From an optimization exercise on the open Yosys and OpenROAD flow, aimed at small area, a short achievable clock period and few clock cycles per item; shortcuts taken in it are not production practice. Only simulation tests tie the RTL to the original design; equivalence was not proved.

===== config.mk =====
export PLATFORM = sky130hd
export DESIGN_NAME = avalon_accel
export DESIGN_NICKNAME = avalon_accel
export VERILOG_FILES = /design/flow/design.v
export SDC_FILE = /design/flow/constraint.sdc
export NUM_CORES = 4
export LEC_CHECK = 0
export CAP_MARGIN = 20
export CORE_MARGIN = 2
export CORE_UTILIZATION = 40
export PLACE_DENSITY = 0.6
export SLEW_MARGIN = 20

===== run.sh =====
#!/bin/bash
# synth_recipe.tcl (not shown) runs the flow's synth.tcl, then flattens the netlist and writes it again
# the make line also repeats each setting of config.mk as NAME=value (left out here)
make -C /OpenROAD-flow-scripts/flow DESIGN_CONFIG=/design/flow/config.mk WORK_HOME=/design/flow/orfs CLKGATE_MAP_FILE= SYNTH_SCRIPT=/design/flow/synth_recipe.tcl finish

===== design.v =====
package present_pkg;
localparam N_ROUNDS = 32;
localparam ROUNDS_PER_CYCLE = 4;
localparam N_CYCLES = N_ROUNDS / ROUNDS_PER_CYCLE;
endpackage
import present_pkg::*;
module present_dp (
  input  [63:0]  d,
  input  [127:0] k,
  input  [2:0]   cyc,
  output logic [63:0]  d_next,
  output logic [127:0] k_next,
  output logic [63:0]  ct
);
function [3:0] fSBox (input [3:0] i);
case (i)
  4'h0: fSBox = 4'hC ; 4'h1: fSBox = 4'h5 ; 4'h2: fSBox = 4'h6 ; 4'h3: fSBox = 4'hB ;
  4'h4: fSBox = 4'h9 ; 4'h5: fSBox = 4'h0 ; 4'h6: fSBox = 4'hA ; 4'h7: fSBox = 4'hD ;
  4'h8: fSBox = 4'h3 ; 4'h9: fSBox = 4'hE ; 4'hA: fSBox = 4'hF ; 4'hB: fSBox = 4'h8 ;
  4'hC: fSBox = 4'h4 ; 4'hD: fSBox = 4'h7 ; 4'hE: fSBox = 4'h1 ; 4'hF: fSBox = 4'h2 ;
endcase
endfunction
function [63:0] P (input [63:0] x);
integer b;
begin
  for (b = 0; b < 63; b = b + 1)
    P[(16*b) % 63] = x[b];
  P[63] = x[63];
end
endfunction
always_comb begin : rounds
  integer j, sb;
  logic [63:0]  dd, ax;
  logic [127:0] kk;
  logic [4:0]   rc;
  dd = d;
  kk = k;
  ax = '0;
  for (j = 0; j < ROUNDS_PER_CYCLE; j = j + 1) begin
    rc = 5'({cyc, 2'b00} + j + 1);
    ax = dd ^ kk[127:64];
    for (sb = 0; sb < 16; sb = sb + 1)
      dd[4*sb+3 -: 4] = fSBox(ax[4*sb+3 -: 4]);
    dd = P(dd);
    kk = {kk[66:0], kk[127:67]};
    kk = {fSBox(kk[127:124]), fSBox(kk[123:120]), kk[119:67], kk[66:62] ^ rc, kk[61:0]};
  end
  d_next = dd;
  k_next = kk;
  ct = ax;
end
endmodule
import present_pkg::*;
module present_ctrl (
  input            clk,
  input            nrst,
  input            ld,      
  input            run,     
  output           last,    
  output logic [2:0] cyc
);
assign last = (cyc == 3'(N_CYCLES-1));
always_ff @(posedge clk)
  if (ld)
    cyc <= 3'd0;
  else if (run && !last)
    cyc <= cyc + 3'd1;
endmodule
import present_pkg::*;
module present (
  input          clk,
  input          nrst,
  input          ld,
  input          busy,       
  input  [63:0]  plaintext,
  input  [127:0] key,
  output         ready,      
  output [63:0]  ciphertext
);
logic [63:0]  dreg;
logic [127:0] kreg;
wire  [63:0]  d_next;
wire  [127:0] k_next;
wire  [2:0]   cyc;
wire          last;
present_ctrl ctrl_i (
  .clk (clk),
  .nrst(nrst),
  .ld  (ld),
  .run (busy),
  .last(last),
  .cyc (cyc)
);
present_dp dp_i (
  .d     (dreg),
  .k     (kreg),
  .cyc   (cyc),
  .d_next(d_next),
  .k_next(k_next),
  .ct    (ciphertext)
);
always_ff @(posedge clk)
  if (ld) begin
    dreg <= plaintext;
    kreg <= key;
  end else if (!last) begin
    dreg <= d_next;
    kreg <= k_next;
  end
assign ready = !busy || last;
endmodule
module avalon_accel(
  input  clk,
  input  reset_n,
  input         avs_write,
  input  [31:0] avs_writedata,
  output [31:0] avs_readdata,
  input  [4:0]  avs_address,
  output logic avm_write,
  output logic avm_read,
  input         avm_waitrequest,
  output logic [31:0] avm_writedata,
  input  [31:0] avm_readdata,
  output logic [31:0] avm_address,
  output logic irq
);
logic [31:0] R [0:7];
wire [127:0] key_reg = {R[3], R[2], R[1], R[0]};
always_ff @(posedge clk or negedge reset_n)
  if (!reset_n)
    for (int i = 0; i < 8; i++)
      R[i] <= '0;
  else if (avs_write)
    R[avs_address[4:2]] <= avs_writedata;
logic act;
wire  run = act && !irq;
assign avs_readdata = (avs_address == 5'h1c) ? {31'b0, act} : R[avs_address[4:2]];
wire ctrl_wr = avs_write && (avs_address[4:2] == 3'd7);
localparam [1:0] WH = 2'd0, WL = 2'd1, RH = 2'd2, RL = 2'd3;
logic [1:0]  ph;
logic        breq;           
logic        bpt;            
logic        comp;           
logic [63:0] buff;           
logic [31:3] rd_ptr, wr_ptr;
logic [31:0] rem;            
wire acc    = breq && !avm_waitrequest;
wire more   = (rem != 32'd0);
wire bdone  = (acc && (ph == RL || (ph == WL && !more))) || (run && !breq);
wire finish = acc && ph == WL && !more && !comp;
wire        ready;
wire [63:0] ct;
wire        swap = run && bdone && ready && !finish;
wire        newpt = (acc && ph == RL) || bpt;
wire [63:0] pt = {buff[63:32], breq ? avm_readdata : buff[31:0]};
assign avm_read      = breq && ph[1];
assign avm_write     = breq && !ph[1];
assign avm_address   = {ph[1] ? rd_ptr : wr_ptr, ph[0], 2'b00};
assign avm_writedata = ph[0] ? buff[31:0] : buff[63:32];
always_ff @(posedge clk or negedge reset_n)
  if (!reset_n) begin
    act  <= 1'b0;
    irq  <= 1'b0;
    breq <= 1'b0;
    bpt  <= 1'b0;
    comp <= 1'b0;
    ph   <= RH;
  end else begin
    if (!act) begin
      if (ctrl_wr && avs_writedata[0]) begin
        act  <= 1'b1;
        breq <= 1'b1;
        ph   <= RH;
        bpt  <= 1'b0;
        comp <= 1'b0;
      end
    end else if (irq) begin
      if (ctrl_wr && !avs_writedata[0]) begin
        act <= 1'b0;
        irq <= 1'b0;
      end
    end else begin
      if (finish) begin
        irq  <= 1'b1;
        breq <= 1'b0;
      end else if (swap) begin
        comp <= newpt;
        bpt  <= 1'b0;
        breq <= comp || more;
        ph   <= comp ? WH : RH;
      end else if (acc) begin
        case (ph)
          WH: ph <= WL;
          WL: if (more) ph <= RH; else breq <= 1'b0;
          RH: ph <= RL;
          RL: begin breq <= 1'b0; bpt <= 1'b1; end
        endcase
      end
    end
  end
always_ff @(posedge clk) begin
  if (!act) begin
    rd_ptr <= R[4][31:3];
    wr_ptr <= R[5][31:3];
    rem    <= R[6];
  end else begin
    if (acc && ph == RH) rem <= rem - 32'd1;
    if (acc && ph == RL) rd_ptr <= rd_ptr + 29'd1;
    if (acc && ph == WL) wr_ptr <= wr_ptr + 29'd1;
  end
  if (swap)
    buff <= ct;
  else if (acc && ph == RH)
    buff[63:32] <= avm_readdata;
  else if (acc && ph == RL)
    buff[31:0] <= avm_readdata;
end
present core (
  .clk       (clk),
  .nrst      (reset_n),
  .ld        (swap),
  .busy      (comp),
  .plaintext (pt),
  .key       (key_reg),
  .ready     (ready),
  .ciphertext(ct)
);
endmodule

===== constraint.sdc =====
create_clock -name core_clock -period 7.0 [get_ports {clk}]
set_input_delay 1.4000 -clock core_clock [delete_from_list [all_inputs] [get_ports {clk}]]
set_output_delay 1.4000 -clock core_clock [all_outputs]
set_load 0.01 [all_outputs]

==> run_summary.xml, run 1 <==
<?xml version="1.0" encoding="UTF-8"?>
<metrics>
  <group name="run_status">
    <metric name="run_status" unit="">no timing/DRC/antenna violations</metric>
  </group>
  <group name="detailed_routing">
    <metric name="via_count_normalized_by_instance_count" unit="">5.79</metric>
    <metric name="first_pass_iters" unit="">5</metric>
    <metric name="wl_per_cell" unit="um">26.7</metric>
    <metric name="drt-initial-drc-count" unit="">3944</metric>
    <metric name="drt_drc_violations_left" unit="">0</metric>
    <metric name="ant_nets" unit="">0</metric>
    <metric name="vias" unit="">36400</metric>
    <metric name="drt-total-wl" unit="mm">168</metric>
  </group>
  <group name="synth">
    <metric name="postSynth.topFlopCell" unit="">edfxtp_1</metric>
    <metric name="synth_largest_type_area_fraction" unit="">0.226</metric>
    <metric name="netlist_top_cells_area" unit="">edfxtp_1 23%, dfrtp_1 14%, ha_1 9.2%, mux2_2 8.4%, mux2i_1 5.8%</metric>
    <metric name="synth_area_per_cell" unit="sq um">10.1</metric>
    <metric name="ys_async_sr_fraction" unit="">0.424</metric>
    <metric name="synth_top_area_cell" unit="">edfxtp_1</metric>
    <metric name="postSynthRegisterBits" unit="">620</metric>
    <metric name="post_synth_num_cell_types" unit="">103</metric>
    <metric name="synth.most_common_cell" unit="">nand2_1</metric>
    <metric name="synth_warnings" unit="">5</metric>
    <metric name="yosysSeqAreaShare" unit="">0.374</metric>
    <metric name="syn_area" unit="sq mm">0.0459</metric>
    <metric name="synth_edf_count" unit="">346</metric>
    <metric name="synth_commonest_cells" unit="">620 x nand2_1, 346 x edfxtp_1, 342 x mux2_2</metric>
    <metric name="synth_cells" unit="">4561</metric>
  </group>
  <group name="global_routing">
    <metric name="antenna_found_initial" unit="">5</metric>
    <metric name="grt_pass1_wl" unit="mm">241</metric>
    <metric name="global_route.overflow_total" unit="">0</metric>
    <metric name="first_global_vias" unit="">34500</metric>
    <metric name="grt_start_max_net_pins" unit="">167</metric>
    <metric name="total_routing_resource_utilization_after_global_routing" unit="">0.281</metric>
  </group>
  <group name="sta">
    <metric name="fin_worst_skew" unit="ns">0.0333</metric>
    <metric name="fin_hold_ws" unit="ns">0.474</metric>
    <metric name="slew_violations" unit="">0</metric>
    <metric name="post-route-min-period" unit="ns">6.66</metric>
    <metric name="max-slew-margin-rel" unit="">0.231</metric>
    <metric name="hold_viol_final" unit="">0</metric>
    <metric name="worst_pin_slew" unit="ns">1.15</metric>
    <metric name="fmaxAchievable" unit="GHz">0.150</metric>
    <metric name="setup_viol_count_final" unit="">0</metric>
    <metric name="rsz_0062_raised_after_global_routing" unit="">false</metric>
    <metric name="final.setup.tns" unit="ns">0</metric>
    <metric name="fin_crit_sh" unit="">0.951</metric>
  </group>
  <group name="worst_setup_path">
    <metric name="critPathKind" unit="">reg2reg</metric>
    <metric name="worst_setup_path_end_kind" unit="">flop</metric>
    <metric name="data_arrival_time_of_the_critical_path" unit="ns">6.97</metric>
    <metric name="path_max_fanout" unit="">6</metric>
    <metric name="cpPeakStageDelay" unit="ns">0.67</metric>
    <metric name="timing.critical_path.from_type" unit="">flop</metric>
    <metric name="critical_path_required" unit="ns">7.31</metric>
    <metric name="r2r_cells" unit="">18</metric>
    <metric name="path_cells" unit="">xor2_1, inv_1, ha_1, mux4_2, xnor2_1, inv_1, ha_1, xor2_1, mux2i_1, xor2_2, o21ai_0, o22ai_1, xor2_2, inv_1, ha_1, and2_1, o32a_1, o21ai_0</metric>
    <metric name="critPathSlowestCell" unit="">mux2i_1</metric>
  </group>
  <group name="placement">
    <metric name="dp.cells" unit="">6161</metric>
    <metric name="dp.final_hpwl" unit="mm">131</metric>
    <metric name="buffer_ports.inserted" unit="">169</metric>
    <metric name="gp_routability_congestion" unit="">1.01</metric>
    <metric name="place_area" unit="sq mm">0.0498</metric>
  </group>
  <group name="floorplanning">
    <metric name="die_x" unit="um">343</metric>
    <metric name="initial_utilization" unit="">0.402</metric>
    <metric name="chipHeight" unit="um">343</metric>
    <metric name="rows" unit="">124</metric>
    <metric name="fp.dieArea" unit="sq mm">0.118</metric>
    <metric name="io_pins" unit="">172</metric>
    <metric name="core_area" unit="sq mm">0.114</metric>
  </group>
  <group name="clock_network">
    <metric name="worstSkewPairLatency" unit="ns">0.67</metric>
    <metric name="cts_tree" unit="">yes</metric>
    <metric name="cts.hold.buffers_added" unit="">0</metric>
    <metric name="cts.reportedPaths.clkPinSlew" unit="ns">0.06</metric>
    <metric name="clockBufferDepth" unit="">3</metric>
    <metric name="tritoncts.num_buffers" unit="">75</metric>
    <metric name="clock_sink_count" unit="">620</metric>
    <metric name="maximum_level_of_the_cts_h_tree" unit="">3</metric>
    <metric name="clock-root-buffer" unit="">clkbuf_16</metric>
  </group>
  <group name="final_layout">
    <metric name="fillerInstances" unit="">10900</metric>
    <metric name="multiInputGateArea" unit="sq mm">0.0270</metric>
    <metric name="design_area" unit="sq mm">0.0523</metric>
    <metric name="nNetsFinal" unit="">5136</metric>
    <metric name="seq_area" unit="sq mm">0.0172</metric>
    <metric name="p_r_area_growth_vs_syn" unit="%">13.8</metric>
    <metric name="layoutNonFillerInstCount" unit="">6298</metric>
    <metric name="drive_above_1_share" unit="">0.157</metric>
  </group>
  <group name="min_path">
    <metric name="worstHoldPathType" unit="">reg2reg</metric>
    <metric name="worstHoldPathCells" unit="">2</metric>
  </group>
  <group name="job">
    <metric name="cap_violations" unit="">0</metric>
  </group>
</metrics>
==> placed cells by master, fill, tap and decap left out, types with 12 or more instances in the layout <==
cell type,synthesis,final
a221oi_1,14,14
or3_1,15,15
xor2_2,17,19
a21o_1,17,17
and3_1,29,29
clkdlybuf4s50_1,0,166
nor2b_1,28,27
nand2b_1,16,15
nor2_1,339,336
a211oi_1,30,30
a2111oi_0,25,24
inv_1,266,266
and2_1,20,20
nand4_1,14,14
xnor2_2,33,37
clkinv_2,0,14
mux4_2,70,70
o21ai_0,196,195
mux2i_1,264,264
xor2_1,158,156
nor3_1,58,58
buf_4,4,103
nor3b_1,16,16
a21oi_1,194,194
clkbuf_1,152,16
nand2_1,620,619
o21ai_1,15,15
clkbuf_16,0,78
nand3_1,81,79
clkinv_1,2,12
mux2_2,342,342
a31oi_1,21,21
o22ai_1,45,45
o211ai_1,28,28
xnor2_1,205,201
dfrtp_1,262,259
ha_1,336,336
edfxtp_1,346,346
==> metrics by stage <==
stage | utilization | setup WS (ns)
CTS | 0.457 | 0.155
global placement | 0.436 | -0.0842
finish | 0.458 | 0.343
floorplan | - | 0.966
global route | 0.458 | 0.0503
detailed placement | 0.436 | -0.00725
==> cell families after synthesis <==
logic type / Yosys count / synth area share
compound gates: 728 / 0.100
xor+xnor: 422 / 0.0920
fa+ha+maj: 336 / 0.0915
buf+inv: 469 / 0.0401
flops: 620 / 0.374
mux: 682 / 0.178
other cells: 1 / 0.0000816
simple gates: 1303 / 0.124
==> routing by layer <==
metal,track usage,share of wire,wire (um)
met1,0.376,0.42,69800
met2,0.444,0.46,76400
met3,0.0402,0.073,12300
met4,0.138,0.055,9310
met5,0,0.000077,13
==> sequential cells by signal (all words and copies together), names as in the netlist, named ones only <==
name and flops:
ph 2, core.k_next 6, core.dreg 64, rem 32, comp 1, irq 1, wr_ptr 29, bpt 1
R 256, core.ctrl_i.cyc 3, breq 1, buff 64, core.kreg 128, act 1, rd_ptr 29
==> worst max-delay path: cells and delay by family (launching register included) <==
kind                       cells  cell delay (ns)
AOI/OAI and AO/OA              4             1.13
xor gates and xnor gates       5             1.85
adders and majority gates      3             0.92
buffers and inverters          3             0.46
DFF                            1             0.64
muxes                          2             1.17
and+or+nand+nor                1             0.15
==> what timing repair did <==
| item | in CTS | in global routing |
|---|---|---|
| endpoints found under the hold margin | 0 | 0 |
| setup endpoints to repair | 1 | 1 |
| setup buffers | 0 | 0 |
| gates resized for setup | 1 | 3 |
==> worst paths after layout <==
check                                        startpoint                      to  slack [ns]
worst max-delay path            core.dreg[52]$_DFFE_PN_  core.dreg[4]$_DFFE_PN_        0.34
worst min-delay path               R[7][23]$_DFFE_PN0P_    R[7][23]$_DFFE_PN0P_        0.47
min in group asynchronous                       reset_n    R[5][29]$_DFFE_PN0P_        0.76
max in group asynchronous                       reset_n     R[3][1]$_DFFE_PN0P_        4.77
worst min register to register     R[7][23]$_DFFE_PN0P_    R[7][23]$_DFFE_PN0P_        0.47
worst max register to register  core.dreg[52]$_DFFE_PN_  core.dreg[4]$_DFFE_PN_        0.34
==> layout make-up <==
type	count	share of cell area
multi-input combinational	3473	0.517
clock inverter	38	0.00742
inverter	275	0.0197
tap	1512	0.0362
antenna	1	0.0000479
sequential	620	0.329
timing repair buffer	282	0.0513
clock buffer	97	0.0393
Testbench counts, summed over its fixed seeds: cycles 15,956, blocks 1,681.
==> run 2: changes to the inputs <==
--- a/design.v
+++ b/design.v
@@ -3,3 +3,5 @@
 localparam ROUNDS_PER_CYCLE = 4;
-localparam N_CYCLES = N_ROUNDS / ROUNDS_PER_CYCLE;
+localparam N_CYCLES = (N_ROUNDS + ROUNDS_PER_CYCLE - 1) / ROUNDS_PER_CYCLE;
+localparam CT_STAGE = N_ROUNDS - (N_CYCLES - 1) * ROUNDS_PER_CYCLE - 1;
+localparam CW = (N_CYCLES <= 2) ? 1 : (N_CYCLES <= 4) ? 2 : (N_CYCLES <= 8) ? 3 : (N_CYCLES <= 16) ? 4 : 5;
 endpackage
@@ -9,3 +11,3 @@
   input  [127:0] k,
-  input  [2:0]   cyc,
+  input  [CW-1:0] cyc,
   output logic [63:0]  d_next,
@@ -14,9 +16,10 @@
 );
-function [3:0] fSBox (input [3:0] i);
-case (i)
-  4'h0: fSBox = 4'hC ; 4'h1: fSBox = 4'h5 ; 4'h2: fSBox = 4'h6 ; 4'h3: fSBox = 4'hB ;
-  4'h4: fSBox = 4'h9 ; 4'h5: fSBox = 4'h0 ; 4'h6: fSBox = 4'hA ; 4'h7: fSBox = 4'hD ;
-  4'h8: fSBox = 4'h3 ; 4'h9: fSBox = 4'hE ; 4'hA: fSBox = 4'hF ; 4'hB: fSBox = 4'h8 ;
-  4'hC: fSBox = 4'h4 ; 4'hD: fSBox = 4'h7 ; 4'hE: fSBox = 4'h1 ; 4'hF: fSBox = 4'h2 ;
-endcase
+function [3:0] fSBox (input [3:0] x);
+  fSBox[0] = (x[1]&x[2]) ^ x[2] ^ x[3] ^ x[0];
+  fSBox[1] = (x[1]&x[3]) ^ (x[0]&x[1]&x[2]) ^ (x[0]&x[2]&x[3]) ^ (x[2]&x[3]) ^
+             (x[0]&x[1]&x[3]) ^ x[3] ^ x[1];
+  fSBox[2] = ~((x[0]&x[3]) ^ (x[0]&x[1]) ^ (x[0]&x[2]&x[3]) ^ (x[1]&x[3]) ^
+               (x[0]&x[1]&x[3]) ^ x[3] ^ x[2]);
+  fSBox[3] = ~((x[0]&x[1]&x[3]) ^ (x[1]&x[2]) ^ (x[0]&x[1]&x[2]) ^ (x[0]&x[2]&x[3]) ^
+               x[3] ^ x[1] ^ x[0]);
 endfunction
@@ -38,5 +41,7 @@
   ax = '0;
+  ct = '0;
   for (j = 0; j < ROUNDS_PER_CYCLE; j = j + 1) begin
-    rc = 5'({cyc, 2'b00} + j + 1);
+    rc = 5'(cyc * ROUNDS_PER_CYCLE + j + 1);
     ax = dd ^ kk[127:64];
+    if (j == CT_STAGE) ct = ax;
     for (sb = 0; sb < 16; sb = sb + 1)
@@ -49,3 +54,2 @@
   k_next = kk;
-  ct = ax;
 end
@@ -59,10 +63,10 @@
   output           last,    
-  output logic [2:0] cyc
-);
-assign last = (cyc == 3'(N_CYCLES-1));
+  output logic [CW-1:0] cyc
+);
+assign last = (cyc == CW'(N_CYCLES-1));
 always_ff @(posedge clk)
   if (ld)
-    cyc <= 3'd0;
+    cyc <= '0;
   else if (run && !last)
-    cyc <= cyc + 3'd1;
+    cyc <= cyc + 1'b1;
 endmodule
@@ -83,3 +87,3 @@
 wire  [127:0] k_next;
-wire  [2:0]   cyc;
+wire  [CW-1:0] cyc;
 wire          last;
@@ -146,4 +150,4 @@
 logic [31:0] rem;            
+logic        more;           
 wire acc    = breq && !avm_waitrequest;
-wire more   = (rem != 32'd0);
 wire bdone  = (acc && (ph == RL || (ph == WL && !more))) || (run && !breq);
@@ -205,4 +209,8 @@
     rem    <= R[6];
+    more   <= 1'b1;
   end else begin
-    if (acc && ph == RH) rem <= rem - 32'd1;
+    if (acc && ph == RH) begin
+      rem  <= rem - 32'd1;
+      more <= (rem != 32'd1);
+    end
     if (acc && ph == RL) rd_ptr <= rd_ptr + 29'd1;
==> run 2 against run 1 <==
  * Still clean on timing, DRC and antenna
  * Sequential cell count decreased by 7
  * Register-to-register slack improved by 0.91 ns
  * Design area decreased by 11%
  * Utilization decreased by 0.075 points
  * Final cell count decreased by 9.8%
  * Via count decreased by 4.8%
  * Hold slack got worse by 0.0030 ns
  * Global-route usage increased by 2.5 points
  * Die area decreased by 11%
  * Clock-buffer cell count unchanged
  * Critical endpoint is now core.dreg[13]$_DFFE_PP_
  * Largest cell class unchanged
  * Highest routed layer unchanged
==> run_summary.xml, run 2 <==
<?xml version="1.0" encoding="UTF-8"?>
<metrics>
  <group name="run_status">
    <metric name="run_status" unit="">no timing/DRC/antenna violations</metric>
  </group>
  <group name="placement">
    <metric name="gp_routability_congestion" unit="">1.04</metric>
    <metric name="dp.final_hpwl" unit="mm">125</metric>
    <metric name="buffer_ports.inserted" unit="">169</metric>
  </group>
  <group name="sta">
    <metric name="fmaxAchievable" unit="GHz">0.174</metric>
    <metric name="worst_pin_slew" unit="ns">1.27</metric>
    <metric name="hold_viol_final" unit="">0</metric>
    <metric name="setup_viol_count_final" unit="">0</metric>
    <metric name="max-slew-margin-rel" unit="">0.149</metric>
    <metric name="post-route-min-period" unit="ns">5.75</metric>
    <metric name="slew_violations" unit="">0</metric>
    <metric name="fin_crit_sh" unit="">0.822</metric>
    <metric name="rsz_0062_raised_after_global_routing" unit="">false</metric>
    <metric name="final.setup.tns" unit="ns">0</metric>
    <metric name="fin_worst_skew" unit="ns">0.0244</metric>
  </group>
  <group name="worst_setup_path">
    <metric name="data_arrival_time_of_the_critical_path" unit="ns">6.14</metric>
    <metric name="cpPeakStageDelay" unit="ns">0.79</metric>
    <metric name="path_max_fanout" unit="">9</metric>
    <metric name="critPathKind" unit="">reg2reg</metric>
    <metric name="worst_setup_path_end_kind" unit="">flop</metric>
    <metric name="critPathSlowestCell" unit="">xor2_1</metric>
    <metric name="path_common_cell" unit="">xor2_1</metric>
    <metric name="setup.reg_to_reg.worst_slack" unit="ns">1.25</metric>
    <metric name="r2r_cells" unit="">13</metric>
    <metric name="critical_path_required" unit="ns">7.39</metric>
    <metric name="timing.critical_path.from_type" unit="">flop</metric>
    <metric name="path_cells" unit="">xor2_1, nor3_1, o32ai_2, xnor2_1, xnor3_1, a221oi_1, xnor2_1, xnor3_1, a221oi_1, xor2_1, nand2_1, xor2_1, a21oi_1</metric>
  </group>
  <group name="synth">
    <metric name="synth_largest_type_area_fraction" unit="">0.254</metric>
    <metric name="netlist_top_cells_area" unit="">edfxtp_1 25%, dfrtp_1 16%, mux2_2 8.2%, nand2_1 5.7%, xnor2_1 5.6%</metric>
    <metric name="synth_cells" unit="">4157</metric>
    <metric name="synth_edf_count" unit="">346</metric>
    <metric name="postSynthRegisterBits" unit="">613</metric>
    <metric name="synth.most_common_cell" unit="">nand2_1</metric>
    <metric name="post_synth_num_cell_types" unit="">110</metric>
    <metric name="synth_top_area_cell" unit="">edfxtp_1</metric>
    <metric name="synth_compound_area_frac" unit="">0.138</metric>
    <metric name="syn_area" unit="sq mm">0.0408</metric>
    <metric name="post_synth_and_or_nand_nor_area_fraction" unit="">0.169</metric>
    <metric name="synth_warnings" unit="">5</metric>
    <metric name="synth.area.mux_share" unit="">0.108</metric>
    <metric name="ys_async_sr_fraction" unit="">0.429</metric>
    <metric name="synth_xor_area_frac" unit="">0.139</metric>
    <metric name="synth_commonest_cells" unit="">622 x nand2_1, 400 x nor2_1, 346 x edfxtp_1</metric>
    <metric name="yosysSeqAreaShare" unit="">0.418</metric>
    <metric name="postSynth.topFlopCell" unit="">edfxtp_1</metric>
    <metric name="synth_area_per_cell" unit="sq um">9.82</metric>
    <metric name="post_synth_fa_ha_maj_area_fraction" unit="">0.00306</metric>
    <metric name="synth_top_family_by_area" unit="">simple AND/OR/NAND/NOR gates</metric>
  </group>
  <group name="detailed_routing">
    <metric name="drt-initial-drc-count" unit="">4954</metric>
    <metric name="vias" unit="">34700</metric>
    <metric name="wl_per_cell" unit="um">28.6</metric>
    <metric name="first_pass_iters" unit="">6</metric>
    <metric name="drt_drc_violations_left" unit="">0</metric>
    <metric name="drt-total-wl" unit="mm">162</metric>
    <metric name="via_count_normalized_by_instance_count" unit="">6.11</metric>
    <metric name="ant_nets" unit="">0</metric>
  </group>
  <group name="floorplanning">
    <metric name="initial_utilization" unit="">0.402</metric>
    <metric name="fp.dieArea" unit="sq mm">0.105</metric>
    <metric name="core_area" unit="sq mm">0.101</metric>
    <metric name="io_pins" unit="">172</metric>
    <metric name="rows" unit="">117</metric>
    <metric name="die_x" unit="um">323</metric>
    <metric name="chipHeight" unit="um">323</metric>
  </group>
  <group name="clock_network">
    <metric name="worstSkewPairLatency" unit="ns">0.65</metric>
    <metric name="maximum_level_of_the_cts_h_tree" unit="">3</metric>
    <metric name="clock-root-buffer" unit="">clkbuf_16</metric>
    <metric name="tritoncts.num_buffers" unit="">69</metric>
    <metric name="cts.hold.buffers_added" unit="">0</metric>
    <metric name="cts.reportedPaths.clkPinSlew" unit="ns">0.06</metric>
    <metric name="clock_sink_count" unit="">613</metric>
    <metric name="clockBufferDepth" unit="">3</metric>
    <metric name="cts_tree" unit="">yes</metric>
    <metric name="post_cts.resized_instances" unit="">0</metric>
    <metric name="post_cts_setup_bufs" unit="">0</metric>
  </group>
  <group name="final_layout">
    <metric name="biggestRegsByFlops" unit="">R x256, core.kreg x128</metric>
    <metric name="nNetsFinal" unit="">4335</metric>
    <metric name="final_common_cell" unit="">nand2_1</metric>
    <metric name="max_reg_flops" unit="">256</metric>
    <metric name="drive_above_1_share" unit="">0.139</metric>
    <metric name="final_cell_mix" unit="">620 x nand2_1, 397 x nor2_1, 346 x edfxtp_1</metric>
    <metric name="largest-register" unit="">R</metric>
    <metric name="final_core_utilization" unit="">0.457</metric>
    <metric name="p_r_area_growth_vs_syn" unit="%">13.6</metric>
  </group>
  <group name="min_path">
    <metric name="worstHoldPathType" unit="">reg2reg</metric>
    <metric name="worstHoldPathCells" unit="">2</metric>
  </group>
  <group name="global_routing">
    <metric name="total_routing_resource_utilization_after_global_routing" unit="">0.305</metric>
    <metric name="grt_start_max_net_pins" unit="">162</metric>
    <metric name="first_global_vias" unit="">31200</metric>
    <metric name="antenna_found_initial" unit="">8</metric>
    <metric name="global_route.overflow_total" unit="">0</metric>
    <metric name="grt_pass1_wl" unit="mm">229</metric>
  </group>
  <group name="job">
    <metric name="cap_violations" unit="">0</metric>
  </group>
</metrics>
==> run 2: critical path: cells and delay by family, from the launching register on <==
kind / cells / cell delay [ns]
compound gates: 4 / 1.69
xor+xnor: 7 / 2.90
flops: 1 / 0.61
simple gates: 2 / 0.30
==> run 2: metrics by stage <==
stage	hold WS [ns]	std cells	setup slack [ns]	instance area, sq um
after CTS	0.472	5673	1.38	46300
after global routing	0.486	5675	1.05	46400
final	0.471	5679	1.25	46400
after floorplan	0.440	4158	1.65	40800
after detailed placement	0.457	5547	1.39	44000
after global placement	0.452	5547	1.39	44000
==> run 2: area by class of cell <==
type	count	area, sq um
Antenna cell	4	10.0
Clock buffer	97	2030
Clock inverter	29	259
Fill cell	9570	55100
Inverter	38	143
Multi-Input combinational cell	3298	22900
Sequential cell	613	17100
Tap cell	1368	1710
Timing Repair Buffer	232	2250
==> run 2: logic make-up after synthesis <==
logic type               after synthesis
AND/OR/NAND/NOR                     1507
AO/OA/AOI/OAI                        856
flip-flops                           613
XOR/XNOR                             543
multiplexers                         380
buffers and inverters                247
adder cells (fa/ha/maj)               10
other                                  1
==> run 2: routing by layer <==
layer	GRT usage	part of all wire	vias up
met4	0.136	0.048	2
li1	-	-	15300
met3	0.0582	0.098	298
met5	0	0.000080	-
met2	0.448	0.43	1862
met1	0.436	0.42	17200
==> run 2: final timing paths <==
path,start,endpoint
setup / recovery,core.dreg[15]$_DFFE_PP_,core.dreg[13]$_DFFE_PP_
hold / removal,R[7][29]$_DFFE_PN0P_,R[7][29]$_DFFE_PN0P_
setup reg to reg,core.dreg[15]$_DFFE_PP_,core.dreg[13]$_DFFE_PP_
hold reg to reg,R[7][29]$_DFFE_PN0P_,R[7][29]$_DFFE_PN0P_
max in group asynchronous,reset_n,R[3][27]$_DFFE_PN0P_
min in group asynchronous,reset_n,R[4][20]$_DFFE_PN0P_
Testbench counts of run 2, summed over its fixed seeds: cycles 15,956, blocks 1,681.
==> run 3: changes to the inputs <==
--- a/design.v
+++ b/design.v
@@ -2,3 +2,3 @@
 localparam N_ROUNDS = 32;
-localparam ROUNDS_PER_CYCLE = 4;
+localparam ROUNDS_PER_CYCLE = 3;
 localparam N_CYCLES = (N_ROUNDS + ROUNDS_PER_CYCLE - 1) / ROUNDS_PER_CYCLE;
==> run 3 against run 2 <==
  * Still clean on timing, DRC and antenna
  * Synthesized cell count decreased by 10%
  * Routed wire length down 18%
  * Register-to-register slack gained 0.62 ns
  * Utilization increased by 0.34 points
  * Clock-buffer cell count down 4
  * Via count shrank 13%
  * Critical endpoint is now avs_readdata[28]
  * Highest routed layer unchanged
==> run_summary.xml, run 3 <==
<?xml version="1.0" encoding="UTF-8"?>
<metrics>
  <group name="synth">
    <metric name="syn_area" unit="sq mm">0.0384</metric>
    <metric name="synth.most_common_cell" unit="">nand2_1</metric>
    <metric name="postSynth.topFlopCell" unit="">edfxtp_1</metric>
    <metric name="synth_top_area_cell" unit="">edfxtp_1</metric>
    <metric name="synth_edf_count" unit="">346</metric>
    <metric name="ys_async_sr_fraction" unit="">0.428</metric>
    <metric name="postSynthRegisterBits" unit="">614</metric>
    <metric name="synth_commonest_cells" unit="">504 x nand2_1, 346 x edfxtp_1, 334 x nor2_1</metric>
    <metric name="synth_area_per_cell" unit="sq um">10.3</metric>
    <metric name="synth_largest_type_area_fraction" unit="">0.270</metric>
    <metric name="yosysSeqAreaShare" unit="">0.444</metric>
    <metric name="netlist_top_cells_area" unit="">edfxtp_1 27%, dfrtp_1 17%, mux2_2 9.7%, nand2_1 4.9%, xnor2_1 4.5%</metric>
    <metric name="synth_cells" unit="">3721</metric>
    <metric name="synth_warnings" unit="">5</metric>
    <metric name="post_synth_num_cell_types" unit="">106</metric>
  </group>
  <group name="detailed_routing">
    <metric name="ant_nets" unit="">0</metric>
    <metric name="first_pass_iters" unit="">7</metric>
    <metric name="via_count_normalized_by_instance_count" unit="">5.86</metric>
    <metric name="drt_drc_violations_left" unit="">0</metric>
    <metric name="wl_per_cell" unit="um">25.8</metric>
    <metric name="drt-total-wl" unit="mm">133</metric>
    <metric name="vias" unit="">30100</metric>
    <metric name="drt-initial-drc-count" unit="">3287</metric>
  </group>
  <group name="worst_setup_path">
    <metric name="critPathSlowestCell" unit="">buf_2</metric>
    <metric name="timing.critical_path.from_type" unit="">input pin</metric>
    <metric name="path_cells" unit="">buf_2, buf_4, mux2_2, a221oi_1, nor2_1, nor2_1, a211oi_1, clkdlybuf4s50_1</metric>
    <metric name="data_arrival_time_of_the_critical_path" unit="ns">4.35</metric>
    <metric name="critical_path_required" unit="ns">5.60</metric>
    <metric name="cpPeakStageDelay" unit="ns">0.66</metric>
    <metric name="worst_setup_path_end_kind" unit="">primary output</metric>
    <metric name="path_max_fanout" unit="">44</metric>
    <metric name="path_common_cell" unit="">nor2_1</metric>
    <metric name="critPathKind" unit="">in2out</metric>
  </group>
  <group name="final_layout">
    <metric name="largest-register" unit="">R</metric>
    <metric name="biggestRegsByFlops" unit="">R x256, core.kreg x128</metric>
    <metric name="max_reg_flops" unit="">256</metric>
    <metric name="layoutNonFillerInstCount" unit="">5142</metric>
    <metric name="nNetsFinal" unit="">3908</metric>
    <metric name="final_cell_mix" unit="">503 x nand2_1, 346 x edfxtp_1, 333 x nor2_1</metric>
    <metric name="final_core_utilization" unit="">0.461</metric>
    <metric name="multiInputGateArea" unit="sq mm">0.0205</metric>
    <metric name="final_common_cell" unit="">nand2_1</metric>
    <metric name="p_r_area_growth_vs_syn" unit="%">14.0</metric>
    <metric name="num_antenna_cells" unit="">0</metric>
    <metric name="design_area" unit="sq mm">0.0438</metric>
    <metric name="seq_area" unit="sq mm">0.0171</metric>
    <metric name="drive_above_1_share" unit="">0.164</metric>
    <metric name="fillerInstances" unit="">8947</metric>
  </group>
  <group name="sta">
    <metric name="fin_worst_skew" unit="ns">0.0371</metric>
    <metric name="max-slew-margin-rel" unit="">0.222</metric>
    <metric name="final.setup.tns" unit="ns">0</metric>
    <metric name="setup_viol_count_final" unit="">0</metric>
    <metric name="worst_pin_slew" unit="ns">1.17</metric>
    <metric name="hold_viol_final" unit="">0</metric>
    <metric name="slew_violations" unit="">0</metric>
    <metric name="post-route-min-period" unit="ns">5.75</metric>
    <metric name="fmaxAchievable" unit="GHz">0.174</metric>
    <metric name="rsz_0062_raised_after_global_routing" unit="">false</metric>
    <metric name="post-route-worst-setup-slack" unit="ns">1.25</metric>
    <metric name="fin_crit_sh" unit="">0.822</metric>
  </group>
  <group name="placement">
    <metric name="detailedPlace.worstSlack" unit="ns">1.29</metric>
    <metric name="place_area" unit="sq mm">0.0414</metric>
    <metric name="dp.final_hpwl" unit="mm">102</metric>
    <metric name="buffer_ports.inserted" unit="">169</metric>
    <metric name="dp.cells" unit="">5009</metric>
    <metric name="gp_routability_congestion" unit="">0.992</metric>
  </group>
  <group name="clock_network">
    <metric name="post_cts.resized_instances" unit="">0</metric>
    <metric name="clock_sink_count" unit="">614</metric>
    <metric name="clock-root-buffer" unit="">clkbuf_16</metric>
    <metric name="clockBufferDepth" unit="">3</metric>
    <metric name="cts.reportedPaths.clkPinSlew" unit="ns">0.06</metric>
    <metric name="post_cts_setup_bufs" unit="">0</metric>
    <metric name="maximum_level_of_the_cts_h_tree" unit="">3</metric>
    <metric name="cts_tree" unit="">yes</metric>
    <metric name="worstSkewPairLatency" unit="ns">0.66</metric>
    <metric name="tritoncts.num_buffers" unit="">72</metric>
    <metric name="cts.hold.buffers_added" unit="">0</metric>
  </group>
  <group name="floorplanning">
    <metric name="fp.dieArea" unit="sq mm">0.0986</metric>
    <metric name="die_x" unit="um">314</metric>
    <metric name="core_area" unit="sq mm">0.0952</metric>
    <metric name="initial_utilization" unit="">0.404</metric>
    <metric name="io_pins" unit="">172</metric>
    <metric name="rows" unit="">113</metric>
    <metric name="chipHeight" unit="um">314</metric>
  </group>
  <group name="global_routing">
    <metric name="total_routing_resource_utilization_after_global_routing" unit="">0.266</metric>
    <metric name="antenna_found_initial" unit="">3</metric>
    <metric name="first_global_vias" unit="">27800</metric>
    <metric name="grt_start_max_net_pins" unit="">148</metric>
    <metric name="global_route.overflow_total" unit="">0</metric>
    <metric name="grt_pass1_wl" unit="mm">193</metric>
  </group>
  <group name="min_path">
    <metric name="worstHoldPathType" unit="">reg2reg</metric>
  </group>
  <group name="run_status">
    <metric name="run_status" unit="">no timing/DRC/antenna violations</metric>
  </group>
  <group name="job">
    <metric name="cap_violations" unit="">0</metric>
  </group>
</metrics>
[run 3: cell count changes in the layout (fill, tap and decap cells not counted), sizes merged, moves of 23 or more]
cell	delta
nand2	-119
nor2	-65
xnor2	-61
a211oi	-34
mux2	+33
nor4	-24
xor2	-23
[run 3: through the flow]
| step | hold slack [ns] |
|---|---|
| after floorplan | 0.445 |
| after global placement | 0.464 |
| after detailed placement | 0.479 |
| after CTS | 0.492 |
| after global routing | 0.512 |
| final | 0.490 |
[run 3: layout make-up]
type	count	area share
Inverter	46	0.00394
Timing Repair Buffer	210	0.0466
Clock inverter	39	0.00974
Multi-Input combinational cell	2875	0.468
Clock buffer	93	0.0455
Sequential cell	614	0.390
Tap cell	1265	0.0361
[run 3: final timing paths]
check / startpoint / endpoint / slack (ns) / cells past startpoint
setup / recovery: avs_address[3] / avs_readdata[28] / 1.25 / 8
hold / removal: R[5][0]$_DFFE_PN0P_ / R[5][0]$_DFFE_PN0P_ / 0.49 / 2
setup reg to reg: ph[1]$_DFFE_PN1P_ / core.kreg[60]$_DFFE_PP_ / 1.87 / 10
hold reg to reg: R[5][0]$_DFFE_PN0P_ / R[5][0]$_DFFE_PN0P_ / 0.49 / 2
max in group asynchronous: reset_n / act$_DFF_PN0_ / 5.02 / 2
min in group asynchronous: reset_n / R[5][25]$_DFFE_PN0P_ / 0.69 / 1
[run 3: routing by layer]
metal	wire length [um]	global-route usage	up-vias
li1	-	-	13700
met1	57200	0.377	14900
met2	58800	0.403	1302
met3	10100	0.0375	241
met4	6820	0.122	4
met5	30	0	-
[run 3: logic make-up after synthesis]
group / after synthesis / synth area share
other: 1 / 0.0000976
xor gates and xnor gates: 455 / 0.131
adders and majority gates: 16 / 0.00540
and+or+nand+nor: 1249 / 0.146
buffers and inverters: 233 / 0.0239
DFF: 614 / 0.444
AOI/OAI and AO/OA: 751 / 0.127
muxes: 402 / 0.122
[run 3: critical path, delay by kind of cell]
family	cells	cell delay (ns)
AOI/OAI and AO/OA	2	0.65
buffers and inverters	3	1.86
muxes	1	0.24
and+or+nand+nor	2	0.18
Testbench counts of run 3, summed over its fixed seeds: cycles 20,158, blocks 1,681.
==> run 4: changes to the inputs <==
--- a/design.v
+++ b/design.v
@@ -2,3 +2,3 @@
 localparam N_ROUNDS = 32;
-localparam ROUNDS_PER_CYCLE = 3;
+localparam ROUNDS_PER_CYCLE = 4;
 localparam N_CYCLES = (N_ROUNDS + ROUNDS_PER_CYCLE - 1) / ROUNDS_PER_CYCLE;
--- a/config.mk
+++ b/config.mk
@@ -11,2 +11,3 @@
 export PLACE_DENSITY = 0.6
+export SETUP_SLACK_MARGIN = 1.5
 export SLEW_MARGIN = 20
==> run 4 against run 3 <==
  * Area after synthesis is 6.2% higher
  * Utilization down 0.29 points
  * Register-to-register slack worse by 0.39 ns
  * Via count rose by 15%
  * Fmax increased by 4.2%
  * First-iteration DRC count grew 45%
  * Sequential share of layout area decreased by 2.2 points
  * Routed wire length is 22% higher
  * Critical path depth rose by 4
  * Largest cell class unchanged
==> run_summary.xml, run 4 <==
<?xml version="1.0" encoding="UTF-8"?>
<metrics>
  <group name="sta">
    <metric name="fin_crit_sh" unit="">0.789</metric>
    <metric name="slew_violations" unit="">0</metric>
    <metric name="worst_pin_slew" unit="ns">1.26</metric>
    <metric name="fmaxAchievable" unit="GHz">0.181</metric>
    <metric name="setup_viol_count_final" unit="">0</metric>
    <metric name="final.setup.tns" unit="ns">0</metric>
    <metric name="fin_worst_skew" unit="ns">0.0252</metric>
    <metric name="max-slew-margin-rel" unit="">0.156</metric>
    <metric name="hold_viol_final" unit="">0</metric>
    <metric name="post-route-worst-setup-slack" unit="ns">1.48</metric>
    <metric name="post-route-min-period" unit="ns">5.52</metric>
    <metric name="rsz_0062_raised_after_global_routing" unit="">true</metric>
  </group>
  <group name="synth">
    <metric name="netlist_top_cells_area" unit="">edfxtp_1 25%, dfrtp_1 16%, mux2_2 8.2%, nand2_1 5.7%, xnor2_1 5.6%</metric>
    <metric name="post_synth_fa_ha_maj_area_fraction" unit="">0.00306</metric>
    <metric name="synth_largest_type_area_fraction" unit="">0.254</metric>
    <metric name="post_synth_and_or_nand_nor_area_fraction" unit="">0.169</metric>
    <metric name="synth_cells" unit="">4157</metric>
    <metric name="synth_top_family_by_area" unit="">simple AND/OR/NAND/NOR gates</metric>
    <metric name="synth_compound_area_frac" unit="">0.138</metric>
    <metric name="postSynth.topFlopCell" unit="">edfxtp_1</metric>
    <metric name="synth_area_per_cell" unit="sq um">9.82</metric>
    <metric name="synth.most_common_cell" unit="">nand2_1</metric>
    <metric name="synth_edf_count" unit="">346</metric>
    <metric name="post_synth_num_cell_types" unit="">110</metric>
    <metric name="syn_area" unit="sq mm">0.0408</metric>
    <metric name="synth_xor_area_frac" unit="">0.139</metric>
    <metric name="postSynthRegisterBits" unit="">613</metric>
    <metric name="ys_async_sr_fraction" unit="">0.429</metric>
    <metric name="yosysSeqAreaShare" unit="">0.418</metric>
    <metric name="synth_warnings" unit="">5</metric>
    <metric name="synth_commonest_cells" unit="">622 x nand2_1, 400 x nor2_1, 346 x edfxtp_1</metric>
    <metric name="synth_top_area_cell" unit="">edfxtp_1</metric>
    <metric name="synth.area.mux_share" unit="">0.108</metric>
  </group>
  <group name="worst_setup_path">
    <metric name="r2r_cells" unit="">12</metric>
    <metric name="timing.critical_path.from_type" unit="">flop</metric>
    <metric name="cpPeakStageDelay" unit="ns">0.98</metric>
    <metric name="crit_startpoint" unit="">core.kreg[83]$_DFFE_PP_</metric>
    <metric name="critPathSlowestCell" unit="">xnor2_1</metric>
    <metric name="crit_family" unit="">XOR/XNOR gates</metric>
    <metric name="worst_setup_path_end_kind" unit="">flop</metric>
    <metric name="worst-path-buf-inv" unit="">0</metric>
    <metric name="path_max_fanout" unit="">8</metric>
    <metric name="critPathKind" unit="">reg2reg</metric>
    <metric name="r2r-end" unit="">core.dreg[13]$_DFFE_PP_</metric>
    <metric name="data_arrival_time_of_the_critical_path" unit="ns">5.91</metric>
    <metric name="critical_path.endpoint" unit="">core.dreg[13]$_DFFE_PP_</metric>
    <metric name="setup.reg_to_reg.worst_slack" unit="ns">1.48</metric>
    <metric name="crit_cells" unit="">12</metric>
    <metric name="reg2reg_from" unit="">core.kreg[83]$_DFFE_PP_</metric>
    <metric name="critical_path_required" unit="ns">7.39</metric>
    <metric name="path_cells" unit="">xnor2_1, xnor2_1, xnor3_1, xnor2_1, o221ai_1, xor2_1, or3b_2, a31oi_1, xnor2_1, xnor2_1, xor2_1, a21oi_1</metric>
    <metric name="path_common_cell" unit="">xnor2_1</metric>
  </group>
  <group name="final_layout">
    <metric name="final_common_cell" unit="">nand2_1</metric>
    <metric name="fillerInstances" unit="">9571</metric>
    <metric name="nNetsFinal" unit="">4337</metric>
    <metric name="design_area" unit="sq mm">0.0464</metric>
    <metric name="layoutNonFillerInstCount" unit="">5680</metric>
    <metric name="biggestRegsByFlops" unit="">R x256, core.kreg x128</metric>
    <metric name="max_reg_flops" unit="">256</metric>
    <metric name="final_cell_mix" unit="">619 x nand2_1, 397 x nor2_1, 346 x edfxtp_1</metric>
    <metric name="largest-register" unit="">R</metric>
    <metric name="p_r_area_growth_vs_syn" unit="%">13.7</metric>
    <metric name="drive_above_1_share" unit="">0.142</metric>
  </group>
  <group name="run_status">
    <metric name="run_status" unit="">no timing/DRC/antenna violations</metric>
  </group>
  <group name="detailed_routing">
    <metric name="via_count_normalized_by_instance_count" unit="">6.10</metric>
    <metric name="drt-total-wl" unit="mm">162</metric>
    <metric name="ant_nets" unit="">0</metric>
    <metric name="wl_per_cell" unit="um">28.6</metric>
    <metric name="drt_drc_violations_left" unit="">0</metric>
    <metric name="vias" unit="">34700</metric>
    <metric name="drt-initial-drc-count" unit="">4772</metric>
    <metric name="first_pass_iters" unit="">6</metric>
  </group>
  <group name="clock_network">
    <metric name="cts.hold.buffers_added" unit="">0</metric>
    <metric name="clockBufferDepth" unit="">3</metric>
    <metric name="maximum_level_of_the_cts_h_tree" unit="">3</metric>
    <metric name="clock_sink_count" unit="">613</metric>
    <metric name="tritoncts.num_buffers" unit="">69</metric>
    <metric name="clock-root-buffer" unit="">clkbuf_16</metric>
    <metric name="worstSkewPairLatency" unit="ns">0.65</metric>
    <metric name="cts.reportedPaths.clkPinSlew" unit="ns">0.07</metric>
    <metric name="cts_tree" unit="">yes</metric>
  </group>
  <group name="global_routing">
    <metric name="global_route.overflow_total" unit="">0</metric>
    <metric name="total_routing_resource_utilization_after_global_routing" unit="">0.305</metric>
    <metric name="first_global_vias" unit="">31200</metric>
    <metric name="grt_start_max_net_pins" unit="">162</metric>
    <metric name="grt_pass1_wl" unit="mm">229</metric>
    <metric name="antenna_found_initial" unit="">8</metric>
  </group>
  <group name="floorplanning">
    <metric name="chipHeight" unit="um">323</metric>
    <metric name="fp.dieArea" unit="sq mm">0.105</metric>
    <metric name="die_x" unit="um">323</metric>
    <metric name="core_area" unit="sq mm">0.101</metric>
    <metric name="io_pins" unit="">172</metric>
    <metric name="initial_utilization" unit="">0.402</metric>
    <metric name="rows" unit="">117</metric>
  </group>
  <group name="placement">
    <metric name="dp.final_hpwl" unit="mm">125</metric>
    <metric name="place_area" unit="sq mm">0.0440</metric>
    <metric name="gp_routability_congestion" unit="">1.04</metric>
    <metric name="dp.cells" unit="">5547</metric>
    <metric name="detailedPlace.worstSlack" unit="ns">1.39</metric>
    <metric name="buffer_ports.inserted" unit="">169</metric>
  </group>
  <group name="job">
    <metric name="cap_violations" unit="">0</metric>
  </group>
  <group name="min_path">
    <metric name="worstHoldPathType" unit="">reg2reg</metric>
  </group>
</metrics>
-- run 4: per-layer routing --
metal  track usage  up-vias  part of all wire
met2         0.448     1826              0.43
li1              -    15300                 -
met3        0.0594      300             0.098
met5             0        -          0.000080
met1         0.435    17200              0.42
met4         0.137        2             0.049
-- run 4: tightest hold or removal path: cells and delay by family (launching register included) --
| family | cells | cell delay (ns) |
|---|---|---|
| flops | 1 | 0.34 |
| simple gates | 2 | 0.10 |
-- run 4: cell type report --
class                      count  area [sq um]  share of cell area
antenna                        3          7.51            0.000162
clock buffer                  97          2030              0.0437
clock inverter                29           259             0.00558
inverter                      38           143             0.00307
multi-input combinational   3298         23000               0.495
sequential                   613         17100               0.367
tap                         1368          1710              0.0369
timing repair buffer         234          2260              0.0486
-- run 4: metrics by stage --
step / util / hold WS (ns)
after detailed placement: 0.434 / 0.457
after global routing: 0.458 / 0.486
after global placement: 0.433 / 0.452
after floorplan: - / 0.440
after CTS: 0.456 / 0.472
final: 0.458 / 0.470
-- run 4: worst min path at each step --
| stage | start | cells after the start | endpoint | slack (ns) |
|---|---|---|---|---|
| after floorplan | R[7][15]$_DFFE_PN0P_ | 2 | R[7][15]$_DFFE_PN0P_ | 0.44 |
| after global placement | R[7][22]$_DFFE_PN0P_ | 2 | R[7][22]$_DFFE_PN0P_ | 0.45 |
| after detailed placement | R[7][22]$_DFFE_PN0P_ | 2 | R[7][22]$_DFFE_PN0P_ | 0.46 |
| after CTS | R[7][22]$_DFFE_PN0P_ | 2 | R[7][22]$_DFFE_PN0P_ | 0.47 |
| after global routing | R[7][22]$_DFFE_PN0P_ | 2 | R[7][22]$_DFFE_PN0P_ | 0.49 |
| final | R[7][8]$_DFFE_PN0P_ | 2 | R[7][8]$_DFFE_PN0P_ | 0.47 |
-- run 4: cells by family (layout without fill, tap and decap cells) --
| kind of cell | after synthesis | after routing |
|---|---|---|
| XOR/XNOR | 543 | 543 |
| multiplexers | 380 | 380 |
| AND/OR/NAND/NOR | 1507 | 1507 |
| adder cells (fa/ha/maj) | 10 | 10 |
| AO/OA/AOI/OAI | 856 | 856 |
| flip-flops | 613 | 613 |
| other | 1 | 5 |
| buffers and inverters | 247 | 398 |
-- run 4: timing repair --
item	in CTS	in global routing
gates resized for setup	2	8
setup endpoints to repair	9	30
setup buffers	0	3
pin swaps	0	2
Testbench counts of run 4, summed over its fixed seeds: cycles 15,956, blocks 1,681.
==> run 5: changes to the inputs <==
--- a/config.mk
+++ b/config.mk
@@ -11,3 +11,3 @@
 export PLACE_DENSITY = 0.6
-export SETUP_SLACK_MARGIN = 1.5
+export SETUP_SLACK_MARGIN = 2.5
 export SLEW_MARGIN = 20
==> run 5 against run 4 <==
  * Area after synthesis is the same
  * Largest cell class unchanged
  * Worst setup slack gained 0.97 ns
  * Highest routed layer unchanged
==> run_summary.xml, run 5 <==
<?xml version="1.0" encoding="UTF-8"?>
<metrics>
  <group name="sta">
    <metric name="fin_crit_sh" unit="">0.650</metric>
    <metric name="worst_pin_slew" unit="ns">1.18</metric>
    <metric name="final.setup.tns" unit="ns">0</metric>
    <metric name="post-route-min-period" unit="ns">4.55</metric>
    <metric name="setup_viol_count_final" unit="">0</metric>
    <metric name="max-slew-margin-rel" unit="">0.210</metric>
    <metric name="fmaxAchievable" unit="GHz">0.220</metric>
    <metric name="slew_violations" unit="">0</metric>
    <metric name="rsz_0062_raised_after_global_routing" unit="">true</metric>
    <metric name="fin_worst_skew" unit="ns">0.0229</metric>
    <metric name="hold_viol_final" unit="">0</metric>
  </group>
  <group name="global_routing">
    <metric name="global_route.overflow_total" unit="">0</metric>
    <metric name="total_routing_resource_utilization_after_global_routing" unit="">0.315</metric>
    <metric name="grt_start_max_net_pins" unit="">169</metric>
    <metric name="antenna_found_initial" unit="">9</metric>
    <metric name="grt_pass1_wl" unit="mm">235</metric>
    <metric name="first_global_vias" unit="">32300</metric>
  </group>
  <group name="clock_network">
    <metric name="maximum_level_of_the_cts_h_tree" unit="">3</metric>
    <metric name="cts_tree" unit="">yes</metric>
    <metric name="clockBufferDepth" unit="">3</metric>
    <metric name="tritoncts.num_buffers" unit="">70</metric>
    <metric name="cts.reportedPaths.clkPinSlew" unit="ns">0.06</metric>
    <metric name="worstSkewPairLatency" unit="ns">0.65</metric>
    <metric name="clock-root-buffer" unit="">clkbuf_16</metric>
    <metric name="clock_sink_count" unit="">613</metric>
  </group>
  <group name="synth">
    <metric name="ys_async_sr_fraction" unit="">0.429</metric>
    <metric name="synth_area_per_cell" unit="sq um">9.82</metric>
    <metric name="synth.most_common_cell" unit="">nand2_1</metric>
    <metric name="synth_top_area_cell" unit="">edfxtp_1</metric>
    <metric name="postSynthRegisterBits" unit="">613</metric>
    <metric name="post_synth_num_cell_types" unit="">110</metric>
    <metric name="synth_cells" unit="">4157</metric>
    <metric name="synth_commonest_cells" unit="">622 x nand2_1, 400 x nor2_1, 346 x edfxtp_1</metric>
    <metric name="synth_largest_type_area_fraction" unit="">0.254</metric>
    <metric name="netlist_top_cells_area" unit="">edfxtp_1 25%, dfrtp_1 16%, mux2_2 8.2%, nand2_1 5.7%, xnor2_1 5.6%</metric>
    <metric name="synth_warnings" unit="">5</metric>
    <metric name="yosysSeqAreaShare" unit="">0.418</metric>
    <metric name="syn_area" unit="sq mm">0.0408</metric>
    <metric name="synth_edf_count" unit="">346</metric>
    <metric name="postSynth.topFlopCell" unit="">edfxtp_1</metric>
  </group>
  <group name="worst_setup_path">
    <metric name="critPathKind" unit="">in2out</metric>
    <metric name="r2r-end" unit="">core.dreg[4]$_DFFE_PP_</metric>
    <metric name="critical_path_required" unit="ns">5.60</metric>
    <metric name="r2r_cells" unit="">15</metric>
    <metric name="critical_path.endpoint" unit="">avs_readdata[5]</metric>
    <metric name="timing.critical_path.from_type" unit="">input pin</metric>
    <metric name="crit_startpoint" unit="">avs_address[3]</metric>
    <metric name="worst_setup_path_end_kind" unit="">primary output</metric>
    <metric name="path_max_fanout" unit="">19</metric>
    <metric name="reg2reg_from" unit="">core.dreg[34]$_DFFE_PP_</metric>
    <metric name="setup.reg_to_reg.worst_slack" unit="ns">2.49</metric>
    <metric name="data_arrival_time_of_the_critical_path" unit="ns">3.15</metric>
  </group>
  <group name="final_layout">
    <metric name="final_common_cell" unit="">nand2_1</metric>
    <metric name="biggestRegsByFlops" unit="">R x256, core.kreg x128</metric>
    <metric name="final_cell_mix" unit="">615 x nand2_1, 380 x nor2_1, 346 x edfxtp_1</metric>
    <metric name="p_r_area_growth_vs_syn" unit="%">25.5</metric>
    <metric name="nNetsFinal" unit="">4543</metric>
    <metric name="max_reg_flops" unit="">256</metric>
    <metric name="fillerInstances" unit="">9212</metric>
    <metric name="design_area" unit="sq mm">0.0512</metric>
    <metric name="largest-register" unit="">R</metric>
    <metric name="final_core_utilization" unit="">0.505</metric>
    <metric name="drive_above_1_share" unit="">0.254</metric>
  </group>
  <group name="min_path">
    <metric name="worstHoldPathType" unit="">reg2reg</metric>
    <metric name="hold_path_startpoint" unit="">R[7][28]$_DFFE_PN0P_</metric>
  </group>
  <group name="detailed_routing">
    <metric name="via_count_normalized_by_instance_count" unit="">6.12</metric>
    <metric name="drt-total-wl" unit="mm">170</metric>
    <metric name="vias" unit="">36000</metric>
    <metric name="first_pass_iters" unit="">10</metric>
    <metric name="ant_nets" unit="">0</metric>
    <metric name="drt_drc_violations_left" unit="">0</metric>
    <metric name="wl_per_cell" unit="um">28.8</metric>
    <metric name="drt-initial-drc-count" unit="">4842</metric>
  </group>
  <group name="floorplanning">
    <metric name="core_area" unit="sq mm">0.101</metric>
    <metric name="initial_utilization" unit="">0.402</metric>
    <metric name="rows" unit="">117</metric>
    <metric name="io_pins" unit="">172</metric>
    <metric name="die_x" unit="um">323</metric>
    <metric name="fp.dieArea" unit="sq mm">0.105</metric>
    <metric name="chipHeight" unit="um">323</metric>
  </group>
  <group name="placement">
    <metric name="dp.final_hpwl" unit="mm">124</metric>
    <metric name="buffer_ports.inserted" unit="">169</metric>
    <metric name="gp_routability_congestion" unit="">1.03</metric>
    <metric name="place_area" unit="sq mm">0.0440</metric>
  </group>
  <group name="run_status">
    <metric name="run_status" unit="">no timing/DRC/antenna violations</metric>
  </group>
  <group name="job">
    <metric name="cap_violations" unit="">0</metric>
  </group>
</metrics>
==> run 5: cell counts after synthesis <==
No cell type changed its count.
==> run 5: area by class of cell <==
class | count | area, sq um | share of cell area
repair buffers | 436 | 4250 | 0.0829
clock buffers | 94 | 1970 | 0.0384
multi-input cells | 3301 | 25800 | 0.504
clock inverters | 33 | 244 | 0.00476
inverters | 38 | 150 | 0.00293
flip-flops and latches | 613 | 17100 | 0.333
well taps | 1368 | 1710 | 0.0334
diodes | 3 | 7.51 | 0.000147
==> run 5: how the worst min path moves through the flow <==
stage,to,slack [ns],cells past startpoint
final,R[7][28]$_DFFE_PN0P_,0.47,2
after global routing,R[7][28]$_DFFE_PN0P_,0.49,2
after CTS,R[7][21]$_DFFE_PN0P_,0.47,2
after detailed placement,R[7][21]$_DFFE_PN0P_,0.46,2
after global placement,R[7][29]$_DFFE_PN0P_,0.45,2
after floorplan,R[7][15]$_DFFE_PN0P_,0.44,2
==> run 5: through the flow <==
stage,hold WS (ns),instances,setup slack (ns)
final,0.473,5886,2.45
after global routing,0.487,5884,2.42
after CTS,0.473,5779,2.49
after detailed placement,0.457,5553,1.41
after global placement,0.452,5552,1.42
after floorplan,0.440,4158,2.50
==> run 5: routing by layer <==
metal	part of all wire	routed length, um	up-vias	global-route usage
met3	0.11	18900	391	0.0755
met5	0.00020	34	-	0
li1	-	-	15700	-
met4	0.058	9880	4	0.158
met1	0.40	68800	17900	0.439
met2	0.43	72200	2046	0.456
==> run 5: cells by family (layout without fill, tap and decap cells) <==
logic type | after synthesis | count (layout) | share of synthesized area
flip-flops | 613 | 613 | 0.418
XOR/XNOR | 543 | 546 | 0.139
AO/OA/AOI/OAI | 856 | 856 | 0.138
AND/OR/NAND/NOR | 1507 | 1507 | 0.169
multiplexers | 380 | 380 | 0.108
adder cells (fa/ha/maj) | 10 | 10 | 0.00306
other | 1 | 5 | 0.0000919
buffers and inverters | 247 | 601 | 0.0251
==> run 5: worst max-delay path: stages <==
cell	delay (ns)
buf_16	0.17
clkinvlp_4	0.21
nand2_8	0.17
buf_4	0.21
nor2_1	0.06
a211oi_1	0.22
a21oi_1	0.08
nor2_2	0.29
dlygate4sd2_1	0.31
==> run 5: timing repair <==
item / in CTS / in global routing
gates resized for setup: 288 / 232
hold buffers: 0 / 0
setup buffers: 92 / 98
gates cloned: 7 / 4
setup endpoints to repair: 130 / 78
pin swaps: 34 / 61
==> run 6: changes to the inputs <==
--- a/config.mk
+++ b/config.mk
@@ -11,3 +11,3 @@
 export PLACE_DENSITY = 0.6
-export SETUP_SLACK_MARGIN = 2.5
+export SETUP_SLACK_MARGIN = 3.0
 export SLEW_MARGIN = 20
==> run 6 against run 5 <==
  * Register-to-register slack better by 0.04 ns
  * Highest routed layer unchanged
  * Synthesized cell count unchanged
==> run_summary.xml, run 6 <==
<?xml version="1.0" encoding="UTF-8"?>
<metrics>
  <group name="clock_network">
    <metric name="maximum_level_of_the_cts_h_tree" unit="">3</metric>
  </group>
  <group name="sta">
    <metric name="post-route-min-period" unit="ns">4.47</metric>
    <metric name="setup_viol_count_final" unit="">0</metric>
    <metric name="final.setup.tns" unit="ns">0</metric>
    <metric name="slew_violations" unit="">0</metric>
    <metric name="fin_hold_ws" unit="ns">0.474</metric>
  </group>
  <group name="final_layout">
    <metric name="final_common_cell" unit="">nand2_1</metric>
    <metric name="biggestRegsByFlops" unit="">R x256, core.kreg x128</metric>
  </group>
  <group name="floorplanning">
    <metric name="chipHeight" unit="um">323</metric>
    <metric name="initial_utilization" unit="">0.402</metric>
    <metric name="die_x" unit="um">323</metric>
  </group>
  <group name="min_path">
    <metric name="worstHoldPathType" unit="">reg2reg</metric>
  </group>
  <group name="global_routing">
    <metric name="grt_pass1_wl" unit="mm">254</metric>
    <metric name="antenna_found_initial" unit="">10</metric>
  </group>
  <group name="placement">
    <metric name="buffer_ports.inserted" unit="">169</metric>
  </group>
  <group name="worst_setup_path">
    <metric name="critical_path_required" unit="ns">7.37</metric>
    <metric name="cpPeakStageDelay" unit="ns">0.46</metric>
    <metric name="critPathSlowestCell" unit="">a221oi_4</metric>
  </group>
  <group name="synth">
    <metric name="synth_top_area_cell" unit="">edfxtp_1</metric>
  </group>
  <group name="run_status">
    <metric name="run_status" unit="">no timing/DRC/antenna violations</metric>
  </group>
  <group name="detailed_routing">
    <metric name="drt-total-wl" unit="mm">184</metric>
    <metric name="wl_per_cell" unit="um">29.3</metric>
  </group>
</metrics>
-- run 6: final cells by class --
| type | count | area, sq um |
|---|---|---|
| Tap cell | 1368 | 1710 |
| Sequential cell | 613 | 17100 |
| Clock buffer | 87 | 1870 |
| Antenna cell | 4 | 10.0 |
| Clock inverter | 40 | 415 |
| Multi-Input combinational cell | 3303 | 29400 |
| Timing Repair Buffer | 813 | 7750 |
| Fill cell | 8166 | 43100 |
| Inverter | 38 | 150 |
-- run 6: worst paths after layout --
kind / cells after the start / slack (ns) / from / to
worst min register to register: 2 / 0.47 / R[7][5]$_DFFE_PN0P_ / R[7][5]$_DFFE_PN0P_
worst max register to register: 19 / 2.53 / core.kreg[127]$_DFFE_PP_ / core.dreg[41]$_DFFE_PP_
worst min-delay path: 2 / 0.47 / R[7][5]$_DFFE_PN0P_ / R[7][5]$_DFFE_PN0P_
min in group asynchronous: 1 / 0.77 / reset_n / R[5][14]$_DFFE_PN0P_
max in group asynchronous: 2 / 4.62 / reset_n / R[6][11]$_DFFE_PN0P_
worst max-delay path: 19 / 2.53 / core.kreg[127]$_DFFE_PP_ / core.dreg[41]$_DFFE_PP_
-- run 6: cell families (layout without fill, tap and decap cells) --
family / after synthesis / in the layout / share of synthesized area
AO/OA/AOI/OAI: 856 / 856 / 0.138
adder cells (fa/ha/maj): 10 / 10 / 0.00306
multiplexers: 380 / 380 / 0.108
AND/OR/NAND/NOR: 1507 / 1511 / 0.169
XOR/XNOR: 543 / 544 / 0.139
buffers and inverters: 247 / 978 / 0.0251
other: 1 / 6 / 0.0000919
flip-flops: 613 / 613 / 0.418
-- run 6: per-stage QoR --
| stage | util | worst slack [ns] | std cells |
|---|---|---|---|
| 2_1_floorplan | - | 2.98 | 4158 |
| 3_3_place_gp | 0.435 | 1.20 | 5553 |
| 3_5_place_dp | 0.435 | 1.19 | 5554 |
| 4_1_cts | 0.545 | 2.76 | 6134 |
| 5_1_grt | 0.575 | 2.44 | 6263 |
| 6_report | 0.575 | 2.53 | 6266 |
-- run 6: worst max-delay path, delay by kind of cell (launching register included) --
family | cells | cell delay, ns
compound gates | 5 | 1.07
buf+inv | 6 | 0.94
simple gates | 4 | 0.81
flops | 1 | 0.42
xor+xnor | 4 | 0.96
-- run 6: repair_timing --
action,CTS,global route
hold buffers,0,0
pin swaps,288,213
setup endpoints to repair,578,195
cloned,18,4
hold endpoints to repair,0,0
setup buffers,435,122
gates resized for setup,1005,342
-- run 6: layer usage --
metal | GRT usage | part of all wire
met5 | 0 | 0.00099
met4 | 0.181 | 0.072
met3 | 0.0902 | 0.13
met2 | 0.498 | 0.43
met1 | 0.449 | 0.37

re-timing with driven ports:
In the flow no input, the clock included, has a driving cell. The finished layouts below were timed again as built, in two steps.
Step 1: set_driving_cell puts a clkbuf_16 on clk and a buf_2 on each other input, an assumption about the parent block.
Step 2 moves the port delays by t, midway between the first and last clock arrival at a register: inputs arrive t later, outputs are due t later. That takes back most of the time a late clock gives input paths.
a / b / c = ideal / step 1 / step 2; a / b = the first two.
run | t (ns) | setup slack, ns | hold slack, ns | clock arrival spread, ns | pins driven straight from the clock port
run 1 | 0.724 | 0.343 / 0.343 / 0.343 | 0.474 / 0.474 / 0.474 | 0.034 / 0.033 | 1
run 2 | 0.704 | 1.248 / 1.248 / 1.248 | 0.471 / 0.471 / 0.471 | 0.025 / 0.025 | 1
run 3 | 0.706 | 1.245 / 1.187 / 1.187 | 0.490 / 0.490 / 0.490 | 0.044 / 0.043 | 1
run 4 | 0.702 | 1.477 / 1.477 / 1.477 | 0.470 / 0.470 / 0.470 | 0.025 / 0.025 | 1
run 5 | 0.706 | 2.447 / 2.357 / 2.169 | 0.473 / 0.473 / 0.473 | 0.023 / 0.023 | 1
run 6 | 0.703 | 2.533 / 2.533 / 2.338 | 0.474 / 0.474 / 0.474 | 0.031 / 0.031 | 1
After both steps setup and hold are still met in every run listed. The setup slack of run 5, which loses most, moves by -0.090 ns with the drivers and by -0.278 ns with both steps.
